This design comes from an exercise in tuning for small area, a short achievable clock period and few clock cycles per item on the open sky130 flow, not from production work.
RTL that was checked went through simulation tests only; none was proved equivalent to the original.
Power is estimated from default activity; no workload was simulated.

==> flow/design.v <==
module Procesador(input  logic        clk, rst,
                  input  logic [31:0] imem_rdata,
                  input  logic [6:0]  dmem_rdata,
                  output logic [31:0] imem_addr,
                  output logic [31:0] dmem_addr,
                  output logic        dmem_we,
                  output logic [6:0]  dmem_wdata,
                  output logic        txtE,
                  output logic [31:0] SrcBE);
  logic [31:0] pc;
  logic        vD;
  logic [31:0] ir;
  logic [31:0] opA, opB;
  logic [6:0]  sdE;
  logic [3:0]  rdE;
  logic        wbE, ldE, stE, txE, cmpE, brE, mulE, lslE;
  logic [1:0]  condE;    
  logic        fSub, fAnd, fOr, fSh, fMov;
  logic        fwdLA, fwdLB, fwdLS;    
  logic        mIter;
  logic        mOne, mTwo, mNeg, mCo;
  logic        selX, selYp, selYn;
  logic [3:0]  sh1, sh2;
  logic        sh3n;
  logic [31:0] resM;
  logic [6:0]  sdM;
  logic [3:0]  rdM;
  logic        wbM, ldM, stM, txM;
  logic        flagN, flagZ;
  logic [31:0] rf [1:14];
  assign imem_addr  = pc;
  assign dmem_addr  = resM;
  assign dmem_we    = stM;
  assign dmem_wdata = sdM;
  assign txtE       = txM;
  assign SrcBE      = resM;
  wire [31:0] ldata = {{25{dmem_rdata[6]}}, dmem_rdata};
  wire [31:0] wdata = ldM ? ldata : resM;
  wire [31:0] wdr = wdata & {32{!rst}};
  always_ff @(posedge clk) begin
    for (int i = 1; i <= 14; i++)
      if (rst || (wbM && rdM == 4'(i))) rf[i] <= wdr;
  end
  logic [31:0] rfx [0:15];
  always_comb begin
    rfx[0]  = 32'b0;
    rfx[15] = 32'b0;
    for (int i = 1; i <= 14; i++) rfx[i] = rf[i];
  end
  function automatic logic [31:0] rdreg(input logic [3:0] a);
    rdreg = rfx[a];
    if (wbM && !ldM && rdM == a) rdreg = resM;
    if (a == 4'd0) rdreg = 32'b0;
  endfunction
  function automatic logic [31:0] add_ks(input logic [31:0] a, input logic [31:0] b, input logic ci);
    logic [31:0] g, p, gg, pp, gn, pn;
    g = a & b;
    p = a ^ b;
    gg = g;
    pp = p;
    gg[0] = g[0] | (p[0] & ci);
    for (int l = 0; l < 5; l++) begin
      gn = gg;
      pn = pp;
      for (int i = (1 << l); i < 32; i++) begin
        gn[i] = gg[i] | (pp[i] & gg[i - (1 << l)]);
        pn[i] = pp[i] & pp[i - (1 << l)];
      end
      gg = gn;
      pp = pn;
    end
    add_ks = p ^ {gg[30:0], ci};
  endfunction
  wire [1:0]  op    = ir[31:30];
  wire [3:0]  rd    = ir[29:26];
  wire [3:0]  rn    = ir[25:22];
  wire [3:0]  rm    = ir[21:18];
  wire [16:0] imm   = ir[21:5];
  wire        iflg  = ir[4];
  wire [3:0]  fn    = ir[3:0];
  wire [1:0]  cond  = ir[4:3];
  wire [31:0] immx  = {{15{imm[16]}}, imm};
  wire isAlu = (op == 2'b00);
  wire isLdr = (op == 2'b01);
  wire isStx = (op == 2'b10) && (fn == 4'hF);
  wire isStr = (op == 2'b10) && (fn != 4'hF);
  wire isBr  = (op == 2'b11);
  wire aMov  = isAlu && fn == 4'h8;
  wire aCmp  = isAlu && fn == 4'h9;
  wire aSub  = isAlu && (fn == 4'h1 || fn == 4'h9);
  wire aMul  = isAlu && fn == 4'h2;
  wire aAnd  = isAlu && fn == 4'h4;
  wire aOr   = isAlu && fn == 4'h5;
  wire aLsl  = isAlu && fn == 4'h6;
  wire aLsr  = isAlu && fn == 4'h7;
  wire [3:0] ra2   = (op == 2'b10) ? rd : rm;
  wire usesA = ((isAlu && !aMov) || isLdr || isStr) && rn != 4'hF;
  wire usesB = ((isAlu || isLdr) && !iflg) || isStx;
  wire usesS = isStr;
  wire useImm = ((isAlu || isLdr) && iflg) || isStr;
  wire [31:0] rv1 = rdreg(rn);
  wire [31:0] rv2 = rdreg(ra2);
  wire ldb1 = wbM && ldM && rdM == rn && rn != 4'd0;
  wire ldb2 = wbM && ldM && rdM == ra2 && ra2 != 4'd0;
  wire [31:0] tgtK = immx & {32{isBr}};
  wire [31:0] tgtD = add_ks(~(pc ^ tgtK), {pc[30:0] | tgtK[30:0], 1'b0}, 1'b0);
  function automatic logic condok(input logic [1:0] c, input logic n, input logic z);
    case (c)
      2'b00: condok = 1'b1;
      2'b01: condok = z;
      2'b10: condok = !n && !z;
      default: condok = n;
    endcase
  endfunction
  logic mulDone, busyE, takenE;
  logic nE, zE;
  wire logicOp = aAnd || aOr || aMov || isStx;
  wire ldDepA  = ldE && usesA && rn == rdE;
  wire ldDepB  = ldE && usesB && ra2 == rdE;
  wire ldDepS  = ldE && usesS && rd == rdE;
  wire loaduse = (ldDepA || ldDepB) && !logicOp;
  wire stallD  = busyE || loaduse;
  wire advD    = vD && !stallD && !takenE;
  wire brKnown = (cond == 2'b00) || !cmpE;
  wire takenD  = advD && isBr && brKnown && condok(cond, flagN, flagZ) && imm != 17'd1;
  always_ff @(posedge clk, posedge rst) begin
    if (rst) begin
      pc <= 32'b0;
      vD <= 1'b0;
    end else begin
      if (takenE)      pc <= opA;
      else if (takenD) pc <= tgtD;
      else if (!stallD) pc <= pc + 32'd1;
      if (takenE || takenD) vD <= 1'b0;
      else if (!stallD)     vD <= 1'b1;
    end
  end
  always_ff @(posedge clk) begin
    if (!stallD) begin
      ir  <= imem_rdata;
    end
  end
  wire mFirst = mulE && !mIter;
  wire lslSet = mFirst && lslE;           
  wire [31:0] mrow = ((opA & {32{mOne}}) | ({opA[30:0], 1'b0} & {32{mTwo}})) ^ {32{mNeg}};
  wire [31:0] addX = (opA & {32{selX}}) | (resM & {32{mIter}});
  wire [31:0] addY = (opB & {32{selYp}}) | (~opB & {32{selYn}}) | mrow;
  wire [31:0] sum  = add_ks(addX, addY, fSub | mNeg);
  function automatic logic [3:0] mdigit(input logic [1:0] pr, input logic ci);
    case ({pr, ci})
      3'b000: mdigit = 4'b0000;
      3'b001: mdigit = 4'b1000;    
      3'b010: mdigit = 4'b1000;    
      3'b011: mdigit = 4'b0100;    
      3'b100: mdigit = 4'b0100;    
      3'b101: mdigit = 4'b1011;    
      3'b110: mdigit = 4'b1011;    
      default: mdigit = 4'b0001;   
    endcase
  endfunction
  wire [31:0] sht1 = ({32{sh1[0]}} & opA) | ({32{sh1[1]}} & (opA >> 1)) |
                     ({32{sh1[2]}} & (opA >> 2)) | ({32{sh1[3]}} & (opA >> 3));
  wire [31:0] sht2 = ({32{sh2[0]}} & sht1) | ({32{sh2[1]}} & (sht1 >> 4)) |
                     ({32{sh2[2]}} & (sht1 >> 8)) | ({32{sh2[3]}} & (sht1 >> 12));
  wire [31:0] sho  = (|opB[31:5]) ? 32'b0 : (sh3n ? sht2 : (sht2 >> 16));
  wire [31:0] pow2 = (|opB[31:5]) ? 32'b0 : (32'b1 << opB[4:0]);
  wire [31:0] la = fwdLA ? ldata : opA;
  wire [31:0] lb = fwdLB ? ldata : opB;
  wire [31:0] resE = fMov ? lb :
                     fAnd ? (la & lb) :
                     fOr  ? (la | lb) :
                     fSh  ? sho : sum;
  assign mulDone = !lslSet && !mCo && (opB[31:2] == 30'b0);
  assign busyE   = mulE && !mulDone;
  assign takenE  = brE && condok(condE, flagN, flagZ);
  assign nE = sum[31];
  assign zE = (opA == opB);
  always_ff @(posedge clk, posedge rst) begin
    if (rst) begin
      {wbE, ldE, stE, txE, cmpE, brE, mulE, lslE, mIter} <= '0;
      flagN <= 1'b0;
      flagZ <= 1'b0;
    end else begin
      if (cmpE) begin
        flagN <= nE;
        flagZ <= zE;
      end
      mIter <= busyE;
      if (!busyE) begin
        if (advD) begin
          wbE  <= (isAlu && !aCmp) || isLdr;
          ldE  <= isLdr;
          stE  <= isStr;
          txE  <= isStx;
          cmpE <= aCmp;
          brE  <= isBr && !brKnown;
          mulE <= aMul || aLsl;
          lslE <= aLsl;
        end else begin
          {wbE, ldE, stE, txE, cmpE, brE, mulE, lslE} <= '0;
        end
      end
    end
  end
  wire fwdA = wbE && !ldE && usesA && rn == rdE;
  wire fwdB = wbE && !ldE && usesB && ra2 == rdE;
  wire fwdS = wbE && !ldE && usesS && rd == rdE;
  wire aE = fwdA;
  wire aT = !fwdA && (isBr || rn == 4'hF);
  wire aL = !fwdA && !(isBr || rn == 4'hF) && ldb1;
  wire aR = !fwdA && !(isBr || rn == 4'hF) && !ldb1;
  wire bI = useImm;
  wire bE = !useImm && fwdB;
  wire bL = !useImm && !fwdB && ldb2;
  wire bR = !useImm && !fwdB && !ldb2;
  wire sE = fwdS;
  wire sL = !fwdS && ldb2;
  wire sR = !fwdS && !ldb2;
  wire [31:0] opAD = ({32{aE}} & resE) | ({32{aT}} & tgtD) | ({32{aL}} & ldata) | ({32{aR}} & rv1);
  wire [31:0] opBD = ({32{bE}} & resE) | ({32{bI}} & immx) | ({32{bL}} & ldata) | ({32{bR}} & rv2);
  wire [6:0]  sdD  = ({7{sE}} & resE[6:0]) | ({7{sL}} & dmem_rdata) | ({7{sR}} & rv2[6:0]);
  always_ff @(posedge clk) begin
    if (busyE) begin
      if (lslSet) begin
        opB <= pow2;
        {mOne, mTwo, mNeg, mCo} <= mdigit(pow2[1:0], 1'b0);
      end else begin
        opA <= opA << 2;
        opB <= opB >> 2;
        {mOne, mTwo, mNeg, mCo} <= mdigit(opB[3:2], mCo);
      end
    end else begin
      {mOne, mTwo, mNeg, mCo} <= aMul ? mdigit(opBD[1:0], 1'b0) : 4'b0000;
      selX  <= !(aMul || aLsl);
      selYp <= !(aMul || aLsl) && !aSub;
      selYn <= !(aMul || aLsl) && aSub;
      for (int i = 0; i < 4; i++) begin
        sh1[i] <= (opBD[1:0] == 2'(i));
        sh2[i] <= (opBD[3:2] == 2'(i));
      end
      sh3n <= !opBD[4];
      opA <= opAD;
      opB <= opBD;
      sdE <= sdD;
      rdE <= rd;
      condE <= cond;
      fSub  <= aSub;
      fAnd  <= aAnd;
      fOr   <= aOr;
      fSh   <= aLsr;
      fMov  <= aMov || isStx;
      fwdLA <= ldDepA;
      fwdLB <= ldDepB;
      fwdLS <= ldDepS;
    end
  end
  always_ff @(posedge clk, posedge rst) begin
    if (rst) begin
      {wbM, ldM, stM, txM} <= '0;
    end else if (busyE) begin
      {wbM, ldM, stM, txM} <= '0;
    end else begin
      wbM <= wbE;
      ldM <= ldE;
      stM <= stE;
      txM <= txE;
    end
  end
  always_ff @(posedge clk) begin
    resM <= resE;
    sdM  <= fwdLS ? dmem_rdata : sdE;
    rdM  <= rdE;
  end
endmodule
clock: 12.0 ns
lec_check: 0
cap_margin: 20
core_margin: 2
core_utilization: 40
slew_margin: 20
standard.sh (not shown) runs the stock make flow with config.mk's settings and CLKGATE_MAP_FILE= SYNTH_SCRIPT=/design/flow/synth_recipe.tcl, a recipe that flattens the netlist after the stock synthesis.
==> flow/flow/run.sh <==
#!/bin/bash
bash standard.sh SETUP_SLACK_MARGIN=8 MATCH_CELL_FOOTPRINT=0 \
  "BUFFER_PORTS_ARGS=-buffer_cell sky130_fd_sc_hd__buf_4" finish > standard.log 2>&1
Testbench counts at the start, summed over its fixed seeds: cycles 422,347, samples 12,800.
==> next run, changes <==
--- a/flow/design.v
+++ b/flow/design.v
@@ -20,7 +20,4 @@
   logic        mIter;
   logic        mOne, mTwo, mNeg, mCo;
-  logic        selX, selYp, selYn;
-  logic [3:0]  sh1, sh2;
-  logic        sh3n;
   logic [31:0] resM;
   logic [6:0]  sdM;
@@ -37,8 +34,8 @@
   wire [31:0] ldata = {{25{dmem_rdata[6]}}, dmem_rdata};
   wire [31:0] wdata = ldM ? ldata : resM;
-  wire [31:0] wdr = wdata & {32{!rst}};
   always_ff @(posedge clk) begin
     for (int i = 1; i <= 14; i++)
-      if (rst || (wbM && rdM == 4'(i))) rf[i] <= wdr;
+      if (rst) rf[i] <= 32'b0;
+      else if (wbM && rdM == 4'(i)) rf[i] <= wdata;
   end
   logic [31:0] rfx [0:15];
@@ -143,7 +140,7 @@
   wire mFirst = mulE && !mIter;
   wire lslSet = mFirst && lslE;           
-  wire [31:0] mrow = ((opA & {32{mOne}}) | ({opA[30:0], 1'b0} & {32{mTwo}})) ^ {32{mNeg}};
-  wire [31:0] addX = (opA & {32{selX}}) | (resM & {32{mIter}});
-  wire [31:0] addY = (opB & {32{selYp}}) | (~opB & {32{selYn}}) | mrow;
+  wire [31:0] addX = mulE ? (resM & {32{mIter}}) : opA;
+  wire [31:0] addY = mulE ? (((opA & {32{mOne}}) | ({opA[30:0], 1'b0} & {32{mTwo}})) ^ {32{mNeg}})
+                          : (opB ^ {32{fSub}});
   wire [31:0] sum  = add_ks(addX, addY, fSub | mNeg);
   function automatic logic [3:0] mdigit(input logic [1:0] pr, input logic ci);
@@ -159,9 +156,5 @@
     endcase
   endfunction
-  wire [31:0] sht1 = ({32{sh1[0]}} & opA) | ({32{sh1[1]}} & (opA >> 1)) |
-                     ({32{sh1[2]}} & (opA >> 2)) | ({32{sh1[3]}} & (opA >> 3));
-  wire [31:0] sht2 = ({32{sh2[0]}} & sht1) | ({32{sh2[1]}} & (sht1 >> 4)) |
-                     ({32{sh2[2]}} & (sht1 >> 8)) | ({32{sh2[3]}} & (sht1 >> 12));
-  wire [31:0] sho  = (|opB[31:5]) ? 32'b0 : (sh3n ? sht2 : (sht2 >> 16));
+  wire [31:0] sho  = (|opB[31:5]) ? 32'b0 : (opA >> opB[4:0]);
   wire [31:0] pow2 = (|opB[31:5]) ? 32'b0 : (32'b1 << opB[4:0]);
   wire [31:0] la = fwdLA ? ldata : opA;
@@ -232,12 +225,4 @@
     end else begin
       {mOne, mTwo, mNeg, mCo} <= aMul ? mdigit(opBD[1:0], 1'b0) : 4'b0000;
-      selX  <= !(aMul || aLsl);
-      selYp <= !(aMul || aLsl) && !aSub;
-      selYn <= !(aMul || aLsl) && aSub;
-      for (int i = 0; i < 4; i++) begin
-        sh1[i] <= (opBD[1:0] == 2'(i));
-        sh2[i] <= (opBD[3:2] == 2'(i));
-      end
-      sh3n <= !opBD[4];
       opA <= opAD;
       opB <= opBD;
Result: First-iteration DRC count goes up by about a fifth. Clock-buffer cell count increases by 32. Power drops by a few percent. Combinational power is about the same. Non-clock buffer count rises by 17. Worst setup slack gets worse by 0.17 ns. Design area rises slightly. Register-to-register slack got worse by 0.22 ns. Utilization shrinks by 0.34 points. Via count went up by roughly a tenth. Synthesized area climbs slightly.
Testbench counts after the change, summed over its fixed seeds: cycles 422,347, samples 12,800.

========
Another version of the RTL of Procesador (not shown whole).
For scale: roughly 4900 cells after synthesis, ~660 flip-flops, ~150 I/O pins, about 41000 sq um of cells after synthesis.
==> flow/config.mk <==
export PLATFORM = sky130hd
export DESIGN_NAME = Procesador
export DESIGN_NICKNAME = Procesador
export VERILOG_FILES = /design/flow/design.v
export SDC_FILE = /design/flow/constraint.sdc
export NUM_CORES = 4
export LEC_CHECK = 0
export CAP_MARGIN = 20
export CORE_MARGIN = 2
export CORE_UTILIZATION = 40
export SLEW_MARGIN = 20
==> flow/constraint.sdc <==
create_clock -name core_clock -period 12.0 [get_ports {clk}]
set_input_delay 2.4000 -clock core_clock [delete_from_list [all_inputs] [get_ports {clk}]]
set_output_delay 2.4000 -clock core_clock [all_outputs]
set_load 0.01 [all_outputs]
==> flow/flow/run.sh <==
#!/bin/bash
bash standard.sh SETUP_SLACK_MARGIN=8 finish > standard.log 2>&1
Then changed:
--- a/flow/design.v
+++ b/flow/design.v
@@ -40,20 +40,39 @@
   end
   logic [31:0] rfx [0:15];
   always_comb begin
     rfx[0]  = 32'b0;
     rfx[15] = 32'b0;
     for (int i = 1; i <= 14; i++) rfx[i] = rf[i];
   end
   function automatic logic [31:0] rdreg(input logic [3:0] a);
     rdreg = rfx[a];
-    if (wbM && rdM == a) rdreg = wdata;
+    if (wbM && !ldM && rdM == a) rdreg = resM;
     if (a == 4'd0) rdreg = 32'b0;
+  endfunction
+  function automatic logic [31:0] add_ks(input logic [31:0] a, input logic [31:0] b, input logic ci);
+    logic [31:0] g, p, gg, pp, gn, pn;
+    g = a & b;
+    p = a ^ b;
+    gg = g;
+    pp = p;
+    gg[0] = g[0] | (p[0] & ci);
+    for (int l = 0; l < 5; l++) begin
+      gn = gg;
+      pn = pp;
+      for (int i = (1 << l); i < 32; i++) begin
+        gn[i] = gg[i] | (pp[i] & gg[i - (1 << l)]);
+        pn[i] = pp[i] & pp[i - (1 << l)];
+      end
+      gg = gn;
+      pp = pn;
+    end
+    add_ks = p ^ {gg[30:0], ci};
   endfunction
   wire [1:0]  op    = ir[31:30];
   wire [3:0]  rd    = ir[29:26];
   wire [3:0]  rn    = ir[25:22];
   wire [3:0]  rm    = ir[21:18];
   wire [16:0] imm   = ir[21:5];
   wire        iflg  = ir[4];
   wire [3:0]  fn    = ir[3:0];
   wire [1:0]  cond  = ir[4:3];
@@ -72,20 +91,22 @@
   wire aLsl  = isAlu && fn == 4'h6;
   wire aLsr  = isAlu && fn == 4'h7;
   wire [3:0] ra2   = (op == 2'b10) ? rd : rm;
   wire usesA = ((isAlu && !aMov) || isLdr || isStr) && rn != 4'hF;
   wire usesB = ((isAlu || isLdr) && !iflg) || isStx;
   wire usesS = isStr;
   wire useImm = ((isAlu || isLdr) && iflg) || isStr;
   wire [31:0] rv1 = rdreg(rn);
   wire [31:0] rv2 = rdreg(ra2);
+  wire ldb1 = wbM && ldM && rdM == rn && rn != 4'd0;
+  wire ldb2 = wbM && ldM && rdM == ra2 && ra2 != 4'd0;
   wire [17:0] immm1 = {imm[16], imm} - 18'd1;
-  wire [31:0] tgtD = pc + (isBr ? {{14{immm1[17]}}, immm1} : 32'hFFFFFFFF);
+  wire [31:0] tgtD = add_ks(pc, isBr ? {{14{immm1[17]}}, immm1} : 32'hFFFFFFFF, 1'b0);
   function automatic logic condok(input logic [1:0] c, input logic n, input logic z);
     case (c)
       2'b00: condok = 1'b1;
       2'b01: condok = z;
       2'b10: condok = !n && !z;
       default: condok = n;
     endcase
   endfunction
   logic mulDone, busyE, takenE;
@@ -119,19 +140,19 @@
   wire mFirst = mulE && !mIter;
   wire lslSet = mFirst && lslE;           
   wire [31:0] acc = mIter ? resM : 32'b0;
   wire [31:0] pa0 = opA & {32{mg0}};
   wire [31:0] pa1 = {opA[30:0], 1'b0} & {32{mg1}};
   wire [31:0] cs_s = acc ^ pa0 ^ pa1;
   wire [31:0] cs_c = {((acc & pa0) | (acc & pa1) | (pa0 & pa1)), 1'b0};
   wire [31:0] addX = mulE ? cs_s : opA;
   wire [31:0] addY = mulE ? cs_c[31:0] : (opB ^ {32{fSub}});
-  wire [31:0] sum  = addX + addY + {31'b0, fSub};
+  wire [31:0] sum  = add_ks(addX, addY, fSub);
   wire [31:0] sho  = (|opB[31:5]) ? 32'b0 : (opA >> opB[4:0]);
   wire [31:0] pow2 = (|opB[31:5]) ? 32'b0 : (32'b1 << opB[4:0]);
   wire [31:0] la = fwdLA ? ldata : opA;
   wire [31:0] lb = fwdLB ? ldata : opB;
   wire [31:0] resE = fMov ? lb :
                      fAnd ? (la & lb) :
                      fOr  ? (la | lb) :
                      fSh  ? sho : sum;
   assign mulDone = !lslSet && (opB[31:2] == 30'b0);
@@ -163,37 +184,50 @@
         end else begin
           {wbE, ldE, stE, txE, cmpE, brE, mulE, lslE} <= '0;
         end
       end
     end
   end
   wire fwdA = wbE && !ldE && usesA && rn == rdE;
   wire fwdB = wbE && !ldE && usesB && ra2 == rdE;
   wire fwdS = wbE && !ldE && usesS && rd == rdE;
-  wire [31:0] opBD = useImm ? immx : fwdB ? resE : rv2;
+  wire aE = fwdA;
+  wire aT = !fwdA && (isBr || rn == 4'hF);
+  wire aL = !fwdA && !(isBr || rn == 4'hF) && ldb1;
+  wire aR = !fwdA && !(isBr || rn == 4'hF) && !ldb1;
+  wire bI = useImm;
+  wire bE = !useImm && fwdB;
+  wire bL = !useImm && !fwdB && ldb2;
+  wire bR = !useImm && !fwdB && !ldb2;
+  wire sE = fwdS;
+  wire sL = !fwdS && ldb2;
+  wire sR = !fwdS && !ldb2;
+  wire [31:0] opAD = ({32{aE}} & resE) | ({32{aT}} & tgtD) | ({32{aL}} & ldata) | ({32{aR}} & rv1);
+  wire [31:0] opBD = ({32{bE}} & resE) | ({32{bI}} & immx) | ({32{bL}} & ldata) | ({32{bR}} & rv2);
+  wire [6:0]  sdD  = ({7{sE}} & resE[6:0]) | ({7{sL}} & dmem_rdata) | ({7{sR}} & rv2[6:0]);
   always_ff @(posedge clk) begin
     if (busyE) begin
       if (lslSet) begin
         opB <= pow2;
         mg0 <= pow2[0];
         mg1 <= pow2[1];
       end else begin
         opA <= opA << 2;
         opB <= opB >> 2;
         mg0 <= opB[2];
         mg1 <= opB[3];
       end
     end else begin
       mg0 <= aMul && opBD[0];
       mg1 <= aMul && opBD[1];
-      opA <= fwdA ? resE : (isBr || rn == 4'hF) ? tgtD : rv1;
+      opA <= opAD;
       opB <= opBD;
-      sdE <= fwdS ? resE[6:0] : rv2[6:0];
+      sdE <= sdD;
       rdE <= rd;
       condE <= cond;
       fSub  <= aSub;
       fAnd  <= aAnd;
       fOr   <= aOr;
       fSh   <= aLsr;
       fMov  <= aMov || isStx;
       fwdLA <= ldDepA;
       fwdLB <= ldDepB;
After rerunning:
- critical path depth stays the same
- clock skew is lower by 0.012 ns
- sequential power barely changes
- fmax is higher by 1.3%
- setup slack improves by 0.057 ns
- wire length is higher by 2.7%
No run of this note included a check of the RTL's function; only the layout flow was run.

[what the ideal ports hide]
The flow's constraints put no driver on any port. The routed layouts listed below were extracted and timed again, unchanged, in two steps.
Step 1 (the two cells are an assumption about what drives the block):
set clk [get_ports {clk}]
set_driving_cell -lib_cell sky130_fd_sc_hd__clkbuf_16 $clk
set_driving_cell -lib_cell sky130_fd_sc_hd__buf_2 [delete_from_list [all_inputs] $clk]
Step 2 moves the port delays by t, midway between the first and last clock arrival at a register: inputs arrive t later, outputs are due t later. That takes back most of the time a late clock gives input paths.
a / b / c = no drivers / after step 1 / after step 2; a / b = the first two.
| run | t (ns) | slack for setup (ns) | worst register clock-pin slew, ns | worst slew at a driven data input, ns |
|---|---|---|---|---|
| the first run of note 1 | 0.740 | 7.972 / 7.894 / 7.326 | 0.07 / 0.07 | 0.04 |
| the second run of note 1 | 0.724 | 7.798 / 7.798 / 7.335 | 0.07 / 0.07 | 0.06 |
| the first run of note 2 | 0.731 | 7.457 / 7.457 / 7.211 | 0.09 / 0.09 | 0.06 |
| the second run of note 2 | 0.736 | 7.514 / 7.514 / 7.139 | 0.07 / 0.07 | 0.07 |
After both steps every run listed still meets setup and hold. For the first run of note 1, which loses most, drivers alone change the setup slack by -0.078 ns; drivers and shift together by -0.646 ns.
